Background: an optimization exercise with open tools, aiming at small area, a short achievable clock period and few clock cycles. Do not read the settings as production practice.
At most, simulation tests tie the RTL to the original design; equivalence was not proved.
Power is estimated from default activity; no workload was simulated.

==> flow/design.v (excerpt) <==
module stupid_NN_layer1(
input clk,
input reset_n,
input waitrequest,
input ready,
input readdatavalid,
input [15:0] readdata,
output chipselect,
output [1:0] byteenable,
output reg done,
output reg read_n,
output reg write_n,
output reg [15:0] writedata,
output [31:0] address
);
Size: roughly 770 cells after synthesis, ~150 flip-flops, ~75 I/O pins.
==> module stupid_NN_layer1, before the edit <==
module stupid_NN_layer1(
input clk,
input reset_n,
input waitrequest,
input ready,
input readdatavalid,
input [15:0] readdata,
output chipselect,
output [1:0] byteenable,
output reg done,
output reg read_n,
output reg write_n,
output reg [15:0] writedata,
output [31:0] address
);
localparam [16:0] WB  = 17'h0E249;      
localparam [7:0]  PBH = 8'h52;          
localparam [7:0]  PLH = 8'h83;          
localparam [9:0]  NB  = 10'h151;        
localparam [9:0]  NE  = 10'h151 + 10'd199;
assign chipselect = 1'b1;
assign byteenable = 2'b11;
reg st_boot, st_idle, st_p, st_w, st_wr, st_done;
reg kc;                
reg rq, wq, dr, dr2, dr3;
reg wdn;               
reg [16:0] wa;         
reg [7:0]  ph;         
reg [9:0]  na;         
reg [1:0]  ret;        
reg [2:0]  out;        
reg [3:0]  msk;        
reg [15:0] ml;         
reg [4:0]  p0, p1;     
reg mv, pv;            
reg mn, pn;            
reg hd;                
reg [13:0] r0, r1;     
reg [5:0]  ta;         
reg [5:0]  sk;         
reg        skv;
reg [23:1] ad;         
wire adv   = (rq | wq) & ~waitrequest;    
wire acc_r = rq & ~waitrequest;
wire rdv   = readdatavalid;
wire timer_end = wa[16] & wa[15] & wa[10] & wa[9] & wa[7] & wa[5];  
wire start = st_idle & ready;
wire node_end = (ph == PLH) & (wa[1:0] == 2'd0);
wire last_pair = (na == NE);
wire cap = out[2] & out[1];
wire pair_done = st_wr & wdn;    
wire a_p  = (st_w & kc & ~node_end) | (pair_done & ~last_pair);
wire a_w  = st_p | (st_w & ~kc);
wire a_wr = (st_w & kc & node_end) | (st_wr & ~pair_done);
wire a_done = pair_done & last_pair;
wire [16:0] wa_inc = wa + 17'd1;
wire [16:0] wa_nx  = wa + 17'd196;
wire [7:0]  ph_inc = ph + 8'd1;
wire [9:0]  na_inc = na + 10'd1;
wire [23:1] ad_nx = st_p ? {6'h3C, wa} :
                    (st_w & ~kc) ? {6'h3C, wa_nx} :
                    {13'h0050, (wa[1:0] == 2'd3) ? ph_inc : ph, wa_inc[1:0]};
always @(posedge clk) begin
  if (!reset_n) begin
    st_boot <= 1'b1; st_idle <= 1'b0; st_p <= 1'b0; st_w <= 1'b0; kc <= 1'b0;
    st_wr <= 1'b0; st_done <= 1'b0; rq <= 1'b0; wq <= 1'b0;
    dr <= 1'b0; dr2 <= 1'b0; dr3 <= 1'b0; wdn <= 1'b0;
  end else begin
    st_boot <= st_boot & ~timer_end;
    st_idle <= (st_idle & ~ready) | (st_done & ~ready) | (st_boot & timer_end);
    st_done <= ready & (adv ? a_done : st_done);
    st_p  <= start | (adv ? a_p : st_p);
    st_w  <= adv ? a_w : st_w;
    kc    <= adv ? st_w & ~kc : kc;
    st_wr <= adv ? a_wr : st_wr;
    rq <= start | (adv ? (a_p | a_w) & ~cap : (st_p | st_w) & ~cap);
    dr <= st_wr & (out == 3'd0);
    dr2 <= st_wr & dr;
    dr3 <= st_wr & dr2;
    wq <= (adv ? a_wr : st_wr) & dr3 & (~hd == (adv ? st_wr & ~wdn : wdn));
    if (adv & st_wr) wdn <= ~wdn;
  end
end
always @(posedge clk) begin
  if (!reset_n) wa <= 17'd0;
  else if (st_idle) wa <= WB;
  else if (st_boot) wa <= wa_inc;
  else wa <= adv ? ((st_w & kc) ? wa_inc : pair_done ? wa_nx : wa) : wa;
  if (st_idle | (adv & st_w & kc & node_end)) ph <= PBH;
  else if (adv & st_w & kc & (wa[1:0] == 2'd3)) ph <= ph_inc;
  if (st_idle) na <= NB;
  else if (adv & st_wr) na <= na_inc;
  if (st_idle | (adv & pair_done)) ad <= {13'h0050, PBH, 2'b01};
  else if (st_wr) ad <= {13'h0026, adv ? na_inc : na};
  else if (adv) ad <= ad_nx;
  if (st_idle) ret <= 2'd0;
  else if (rdv) ret <= {ret == 2'd1, ret == 2'd0};
  if (st_boot | st_idle) out <= 3'd0;
  else if (rdv) out <= acc_r ? out : out - 3'd1;
  else out <= acc_r ? out + 3'd1 : out;
end
always @(posedge clk) if (rdv && ret == 2'd0)
  msk <= {|readdata[15:12], |readdata[11:8], |readdata[7:4], |readdata[3:0]};
always @(posedge clk) begin
  ml <= readdata & {{4{msk[3]}}, {4{msk[2]}}, {4{msk[1]}}, {4{msk[0]}}};
  mv <= rdv & (ret != 2'd0);
  mn <= ret[1];
  p0 <= {ml[3], ml[3:0]} + {ml[7], ml[7:4]};
  p1 <= {ml[11], ml[11:8]} + {ml[15], ml[15:12]};
  pv <= mv; pn <= mn;
end
wire [5:0] term = {p0[4], p0} + {p1[4], p1};
always @(posedge clk) begin
  if (!reset_n) begin hd <= 1'b0; skv <= 1'b0; end
  else begin hd <= ~hd; skv <= pv & (skv | (pn == hd)); end
  sk <= term;
  ta <= skv ? sk : (pv & (pn != hd)) ? term : 6'd0;
  r0 <= r1;
  r1 <= (st_boot | (st_wr & adv)) ? 14'd0 : r0 + {{8{ta[5]}}, ta};
end
always @(*) begin
  done = st_done;
  read_n = ~rq;
  write_n = ~wq;
  writedata = {{2{r0[13]}}, r0};
end
assign address = {8'd0, ad, 1'b0};
endmodule
Settings: LEC_CHECK=0, ABC_CLOCK_PERIOD_IN_PS=2000, CAP_MARGIN=20, CORE_MARGIN=2, CORE_UTILIZATION=40, CTS_BUF_LIST=sky130_fd_sc_hd__clkbuf_4 sky130_fd_sc_hd__clkbuf_8, CTS_CLUSTER_DIAMETER=100, CTS_CLUSTER_SIZE=30, SETUP_SLACK_MARGIN=3.0, SLEW_MARGIN=20; clock period 5.0 ns.
standard.sh (not shown) runs the stock make flow with config.mk's settings and CLKGATE_MAP_FILE= SYNTH_SCRIPT=/design/flow/synth_recipe.tcl, a recipe that flattens the netlist after the stock synthesis.
==> flow/flow/run.sh <==
#!/bin/bash
set -e
export BUFFER_PORTS_ARGS="-buffer_cell sky130_fd_sc_hd__buf_2"
export CTS_ARGS="-sink_clustering_enable -repair_clock_nets -sink_clustering_size 30 -sink_clustering_max_diameter 100 -buf_list {sky130_fd_sc_hd__clkbuf_4 sky130_fd_sc_hd__clkbuf_8} -dont_use_dummy_load"
bash standard.sh > standard.log 2>&1
Edit:
--- a/flow/design.v
+++ b/flow/design.v
@@ -14,19 +14,19 @@
 output [31:0] address
 );
 localparam [16:0] WB  = 17'h0E249;      
 localparam [7:0]  PBH = 8'h52;          
 localparam [7:0]  PLH = 8'h83;          
 localparam [9:0]  NB  = 10'h151;        
-localparam [9:0]  NE  = 10'h151 + 10'd199;
+localparam [9:0]  NE  = 10'h151 + 10'd198;
 assign chipselect = 1'b1;
 assign byteenable = 2'b11;
 reg st_boot, st_idle, st_p, st_w, st_wr, st_done;
 reg kc;                
 reg rq, wq, dr, dr2, dr3;
-reg wdn;               
+reg wa_done, wb_done;  
 reg [16:0] wa;         
 reg [7:0]  ph;         
 reg [9:0]  na;         
 reg [1:0]  ret;        
 reg [2:0]  out;        
 reg [3:0]  msk;        
@@ -45,13 +45,13 @@
 wire rdv   = readdatavalid;
 wire timer_end = wa[16] & wa[15] & wa[10] & wa[9] & wa[7] & wa[5];  
 wire start = st_idle & ready;
 wire node_end = (ph == PLH) & (wa[1:0] == 2'd0);
 wire last_pair = (na == NE);
 wire cap = out[2] & out[1];
-wire pair_done = st_wr & wdn;    
+wire pair_done = st_wr & (hd ? wa_done : wb_done);   
 wire a_p  = (st_w & kc & ~node_end) | (pair_done & ~last_pair);
 wire a_w  = st_p | (st_w & ~kc);
 wire a_wr = (st_w & kc & node_end) | (st_wr & ~pair_done);
 wire a_done = pair_done & last_pair;
 wire [16:0] wa_inc = wa + 17'd1;
 wire [16:0] wa_nx  = wa + 17'd196;
@@ -61,40 +61,44 @@
                     (st_w & ~kc) ? {6'h3C, wa_nx} :
                     {13'h0050, (wa[1:0] == 2'd3) ? ph_inc : ph, wa_inc[1:0]};
 always @(posedge clk) begin
   if (!reset_n) begin
     st_boot <= 1'b1; st_idle <= 1'b0; st_p <= 1'b0; st_w <= 1'b0; kc <= 1'b0;
     st_wr <= 1'b0; st_done <= 1'b0; rq <= 1'b0; wq <= 1'b0;
-    dr <= 1'b0; dr2 <= 1'b0; dr3 <= 1'b0; wdn <= 1'b0;
+    dr <= 1'b0; dr2 <= 1'b0; dr3 <= 1'b0; wa_done <= 1'b0; wb_done <= 1'b0;
   end else begin
     st_boot <= st_boot & ~timer_end;
     st_idle <= (st_idle & ~ready) | (st_done & ~ready) | (st_boot & timer_end);
     st_done <= ready & (adv ? a_done : st_done);
     st_p  <= start | (adv ? a_p : st_p);
     st_w  <= adv ? a_w : st_w;
     kc    <= adv ? st_w & ~kc : kc;
     st_wr <= adv ? a_wr : st_wr;
     rq <= start | (adv ? (a_p | a_w) & ~cap : (st_p | st_w) & ~cap);
     dr <= st_wr & (out == 3'd0);
     dr2 <= st_wr & dr;
     dr3 <= st_wr & dr2;
-    wq <= (adv ? a_wr : st_wr) & dr3 & (~hd == (adv ? st_wr & ~wdn : wdn));
-    if (adv & st_wr) wdn <= ~wdn;
+    wq <= (adv ? a_wr : st_wr) & dr3 & (hd ? ~wa_done : ~wb_done) & ~(adv & pair_done);
+    if (adv & st_wr & ~pair_done) begin
+      if (hd) wb_done <= 1'b1; else wa_done <= 1'b1;
+    end else if (adv & pair_done) begin
+      wa_done <= 1'b0; wb_done <= 1'b0;
+    end
   end
 end
 always @(posedge clk) begin
   if (!reset_n) wa <= 17'd0;
   else if (st_idle) wa <= WB;
   else if (st_boot) wa <= wa_inc;
   else wa <= adv ? ((st_w & kc) ? wa_inc : pair_done ? wa_nx : wa) : wa;
   if (st_idle | (adv & st_w & kc & node_end)) ph <= PBH;
   else if (adv & st_w & kc & (wa[1:0] == 2'd3)) ph <= ph_inc;
   if (st_idle) na <= NB;
-  else if (adv & st_wr) na <= na_inc;
+  else if (adv & pair_done) na <= na + 10'd2;
   if (st_idle | (adv & pair_done)) ad <= {13'h0050, PBH, 2'b01};
-  else if (st_wr) ad <= {13'h0026, adv ? na_inc : na};
+  else if (st_wr) ad <= {13'h0026, hd ? na : na_inc};
   else if (adv) ad <= ad_nx;
   if (st_idle) ret <= 2'd0;
   else if (rdv) ret <= {ret == 2'd1, ret == 2'd0};
   if (st_boot | st_idle) out <= 3'd0;
   else if (rdv) out <= acc_r ? out : out - 3'd1;
   else out <= acc_r ? out + 3'd1 : out;
Cell area shrinks by 1.9%; core utilization barely changes; total power shrinks by 7.6%; clock skew shrinks by 3.5 ps; sequential power shrinks by about 4%; worst setup slack degrades by 5.5 ps; synthesized area shrinks by 3.3%; global-route usage grows by 0.30 points; routed wire length grows by 3.6%; count of clock-buffer cells in the layout stays the same.
Testbench counts after the change, summed over its fixed seeds: cycles 1,436,315.
For the first run of this note, only the layout was checked, not whether the RTL still works.

[re-timing with driven ports]
Ports are ideal in the flow. The routed layouts listed here were re-timed in OpenROAD.
Step 1 sets driving cells, clkbuf_16 on the clock port and buf_2 on the other inputs (assumed; they add their load-dependent delay and slew).
Step 2 times the ports against the registers' clock, not the clock port: input delays grow and output delays shrink by t, the midpoint of the rising clock arrivals with the driver on.
a / b / c = ideal ports / drivers / drivers and shift; a / b = the first two.
run	t, ns	slack for setup (ns)	hold slack, ns	worst register clock-pin slew, ns	worst data-port slew with drivers (ns)
the first run	0.468	2.980 / 2.976 / 2.508	0.312 / 0.312 / 0.312	0.09 / 0.09	0.05
the second run	0.480	2.974 / 2.935 / 2.513	0.327 / 0.327 / 0.327	0.09 / 0.09	0.03
After both steps every run listed still meets setup and hold. The setup slack of the first run, which loses most, moves by -0.004 ns with the drivers and by -0.472 ns with both steps.
